Source: an optimization exercise on an open RTL-to-GDS flow (aim: small area). Production flows keep margins and buffers that such runs may drop. Only simulation tests tie the RTL to the original design; equivalence was not proved.

==> 05-17: inputs <==
## dsp
module dsp(
           rst,
           clk,
           i_enable_tx,
           i_enable_rx,
           i_enable_ber,
           i_phase,
           o_error_count_r,
           o_error_count_i,
           o_bit_count_r,
           o_bit_count_i,
           o_tx,
           o_rx,
           o_led
           );
    input rst;
    input clk;
    input i_enable_tx;
    input i_enable_rx;
    input i_enable_ber;
    input [1:0] i_phase;
    output [63:0] o_error_count_r;
    output [63:0] o_error_count_i;
    output [63:0] o_bit_count_r;
    output [63:0] o_bit_count_i;
    output [15:0] o_tx;
    output [15:0] o_rx;
    output [3:0] o_led;
    wire prbs_out_r;
    wire [7:0] tx_out_r;
    wire [7:0] rx_out_r;
    wire rx_bit_out_r;
    wire prbs_out_i;
    wire [7:0] tx_out_i;
    wire [7:0] rx_out_i;
    wire rx_bit_out_i;
    wire [63:0] bit_count;
    reg [4:0] clk_counter;      
    reg [1:0] phase;
    reg ber_rst;
    reg enable_tx;
    reg enable_rx;
    reg [1:0] tx_cs;        
    reg tx_started;         
    reg [1:0] rx_cc;        
    wire valid = (clk_counter[1:0] == 2'd1);
    assign o_led[0] = enable_tx;
    assign o_led[1] = enable_rx;
    assign o_led[2] = 1'b0;
    assign o_led[3] = ~((|o_error_count_r) | (|o_error_count_i));
    assign o_tx = {tx_out_r, tx_out_i};
    assign o_rx = {rx_out_r, rx_out_i};
    assign o_bit_count_r = bit_count;
    assign o_bit_count_i = bit_count;
    always @(posedge clk or negedge rst) begin
        if (!rst) begin
            clk_counter <= 5'd0;
            phase <= 2'd0;
            ber_rst <= 1'b0;
            enable_tx <= 1'b0;
            enable_rx <= 1'b0;
            tx_cs <= 2'd0;
            tx_started <= 1'b0;
            rx_cc <= 2'd0;
        end
        else begin
            clk_counter <= clk_counter + 5'd1;
            phase <= i_phase;
            enable_tx <= i_enable_tx;
            enable_rx <= i_enable_rx;
            ber_rst <= !((i_phase != phase) || (!enable_rx && i_enable_rx));
  ...
==> module ber, before the edit <==
module ber(
           clk,
           rst,
           enable,
           valid,
           t,
           sx_r,
           dx_r,
           sx_i,
           dx_i,
           error_count_r,
           error_count_i,
           bit_count
           );
    parameter SEQ_LEN = 1022;
    parameter R = 32;                   
    localparam AW = $clog2(SEQ_LEN);    
    localparam RB = $clog2(R);          
    localparam CB = RB - 2;             
    localparam NC = 1 << CB;
    localparam NG = 1 << (AW - CB - RB);
    localparam NR = NG * NC;            
    input clk;
    input rst;
    input enable;
    input valid;
    input [RB-1:0] t;       
    input sx_r;
    input dx_r;
    input sx_i;
    input dx_i;
    output [63:0] error_count_r;
    output [63:0] error_count_i;
    output [63:0] bit_count;
    reg [AW-1:0] counter;
    reg [AW-1:0] shift;
    reg [AW-1:0] wl;
    reg adapt;
    wire step = enable & valid;
    localparam integer NAD = SEQ_LEN * (SEQ_LEN + 1) + 1;
    localparam [AW-1:0] WL0 = (1 << AW) - (NAD % (1 << AW));
    reg [63-AW:0] bc_hi;
    wire [63-AW:0] bc_hi_inc;
    ber_inc #(.W (64 - AW)) inc_bc (.q (bc_hi), .inc (step & ~adapt & (&wl)), .d (bc_hi_inc));
    assign bit_count = {bc_hi, adapt ? {AW{1'b0}} : wl};
    wire counter_full = (counter == SEQ_LEN);
    wire end_adapt = (shift == SEQ_LEN);
    wire adapt_next = adapt & ~end_adapt;
    wire [AW-1:0] shift_next = shift + (adapt & counter_full);
    wire [AW-1:0] wl_next = wl + 1'b1;
    always @(posedge clk or negedge rst) begin
        if (!rst)
            bc_hi <= {64-AW{1'b0}};
        else
            bc_hi <= bc_hi_inc;
    end
    always @(posedge clk or negedge rst) begin
        if (!rst) begin
            counter <= {AW{1'b0}};
            shift <= {AW{1'b0}};
            wl <= WL0;
            adapt <= 1'b1;
        end
        else if (step) begin
            wl <= wl_next;
            if (adapt) begin
                if (!counter_full)
                    counter <= counter + 1'b1;
                else begin
                    counter <= {AW{1'b0}};
                    shift <= shift + 1'b1;
                end
                if (end_adapt)
                    adapt <= 1'b0;
            end
        end
    end
    wire [AW-CB-1:0] blk0 = wl[AW-1:CB];
    wire [AW-CB-1:0] blk1 = wl[AW-1:CB] - 1'b1;
    wire pass0 = (blk0[RB-1:0] == ~t);
    wire pass1 = (blk1[RB-1:0] == ~t);
    wire [NR-1:0] we;
    genvar gg, cc_;
    generate
        for (gg = 0; gg < NG; gg = gg + 1) begin : g_we_g
            for (cc_ = 0; cc_ < NC; cc_ = cc_ + 1) begin : g_we_c
                wire older = (cc_ > wl[CB-1:0]);
                assign we[gg*NC + cc_] = older ? (pass1 & (blk1[AW-CB-1:RB] == gg))
                                               : (pass0 & (blk0[AW-CB-1:RB] == gg));
            end
        end
    endgenerate
    ber_lane #(.SEQ_LEN(SEQ_LEN), .R(R)) lane_r (
        .clk (clk), .rst (rst), .step (step), .t (t), .adapt (adapt),
        .shift (shift), .counter_full (counter_full), .end_adapt (end_adapt),
        .wl_next (wl_next), .adapt_next (adapt_next), .shift_next (shift_next),
        .wl (wl), .we (we), .sx (sx_r), .dx (dx_r), .error_count (error_count_r));
    ber_lane #(.SEQ_LEN(SEQ_LEN), .R(R)) lane_i (
        .clk (clk), .rst (rst), .step (step), .t (t), .adapt (adapt),
        .shift (shift), .counter_full (counter_full), .end_adapt (end_adapt),
        .wl_next (wl_next), .adapt_next (adapt_next), .shift_next (shift_next),
        .wl (wl), .we (we), .sx (sx_i), .dx (dx_i), .error_count (error_count_i));
endmodule
Settings: LEC_CHECK=0, CAP_MARGIN=20, CORE_MARGIN=2, CORE_UTILIZATION=55, SLEW_MARGIN=20, SYNTH_HIERARCHICAL=1; clock period 8.0 ns.
standard.sh (not shown) runs the stock make flow with config.mk's settings and CLKGATE_MAP_FILE= SYNTH_SCRIPT=/design/flow/synth_recipe.tcl, a recipe that flattens the netlist after the stock synthesis.
==> flow/flow/run.sh <==
#!/bin/bash
# Layout: the standard ORFS flow (standard.sh), with two changes to how
# the layout is built: the clock tree uses sink clusters of up to 22
# flip-flops and no dummy loads, and the port buffers are the smallest
# buffer cell.  Every tool's output stays in orfs/logs; make's own output
# goes to flow_make.log in this folder.
set -euo pipefail
export CTS_ARGS="-sink_clustering_enable -repair_clock_nets -sink_clustering_size 22 -sink_clustering_max_diameter 60 -buf_list {sky130_fd_sc_hd__clkbuf_8} -dont_use_dummy_load"
export BUFFER_PORTS_ARGS="-buffer_cell sky130_fd_sc_hd__buf_1"
bash standard.sh > flow_make.log 2>&1
==> inputs of 10-03, as changes to 05-17 <==
--- a/flow/design.v
+++ b/flow/design.v
@@ -685,3 +685,2 @@
     output [63:0] bit_count;
-    reg [AW-1:0] counter;
     reg [AW-1:0] shift;
@@ -696,2 +695,3 @@
     assign bit_count = {bc_hi, adapt ? {AW{1'b0}} : wl};
+    wire [AW-1:0] counter = wl - WL0 - (SEQ_LEN + 1) * shift;
     wire counter_full = (counter == SEQ_LEN);
@@ -709,3 +709,2 @@
         if (!rst) begin
-            counter <= {AW{1'b0}};
             shift <= {AW{1'b0}};
@@ -717,8 +716,4 @@
             if (adapt) begin
-                if (!counter_full)
-                    counter <= counter + 1'b1;
-                else begin
-                    counter <= {AW{1'b0}};
+                if (counter_full)
                     shift <= shift + 1'b1;
-                end
                 if (end_adapt)
==> flow/flow/run.sh (replaced) <==
#!/bin/bash
# Layout: the standard ORFS flow (standard.sh), with two changes to how
# the layout is built: the clock tree uses sink clusters of up to 18
# flip-flops and no dummy loads, and the port buffers are the smallest
# buffer cell.  Every tool's output stays in orfs/logs; make's own output
# goes to flow_make.log in this folder.
set -euo pipefail
export CTS_ARGS="-sink_clustering_enable -repair_clock_nets -sink_clustering_size 18 -sink_clustering_max_diameter 50 -buf_list {sky130_fd_sc_hd__clkbuf_8} -dont_use_dummy_load"
export BUFFER_PORTS_ARGS="-buffer_cell sky130_fd_sc_hd__buf_1"
bash standard.sh > flow_make.log 2>&1
CORE_UTILIZATION = 75   (was 55)
==> qor summary <==
item                                                                     10-03        05-17
Status                                        no timing/DRC/antenna violations  no timing/DRC/antenna violations
Sink count of the clock tree                                              2769         2779
Vias in the first global route                                           47.6k        44.6k
Worst path buffer plus inverter count                                        0            1
Final core utilization                                                   80.1%        59.1%
Post-Place Setup Slack                                                0.163 ns     0.171 ns
Fraction of the mapped netlist area in compound gates                    3.10%        3.02%
Initial cell density of the core                                         75.6%        55.6%
Met3 global-route usage                                                  4.68%        3.65%
Global placement routability congestion                                  0.914        0.870
Simple logic cell fraction of the synthesized area                       4.05%        4.06%
Routed vias/inst                                                          5.76         5.19
Share of layout cells above drive strength 1                             15.0%        15.0%
Clock-cell share of area                                                 2.78%        2.43%
Final net count                                                           6931         6860
Area share of the largest cell type after synthesis                      45.2%        45.3%
First-pass GRT wire length                                           272000 µm    261000 µm
Count of buffers not belonging to the clock network in the layout          337          347
Maximum operating frequency                                            129 MHz      130 MHz
Count of unique library cells instantiated by Yosys                        100           96
Worst reg2reg path startpoint                                      rx_i.xl[64]  rx_r.xl[56]
Dpl cells                                                                 7595         8131
Launch point of the critical path                                  rx_i.xl[64]  rx_r.xl[56]

[static timing again, ports no longer ideal]
The flow's constraints put no driver on any port. The routed layouts listed below were extracted and timed again, unchanged, in two steps.
Step 1, drivers: a clkbuf_16 drives clk and a buf_2 each remaining input, both assumed.
Step 2 times the ports against the registers' clock, not the clock port: input delays grow and output delays shrink by t, the midpoint of the rising clock arrivals with the driver on.
Three values: ideal, step 1, step 2; two values: the first two.
run	shift t [ns]	slack for setup (ns)	worst setup path after step 2	clock arrival spread, ns	slew at the worst register clock pin (ns)
05-17	0.991	0.323 / 0.323 / 0.323	register to register	0.119 / 0.119	0.12 / 0.12
10-03	0.986	0.228 / 0.228 / 0.228	register to register	0.124 / 0.124	0.11 / 0.11
After both steps setup and hold are still met in every run listed.
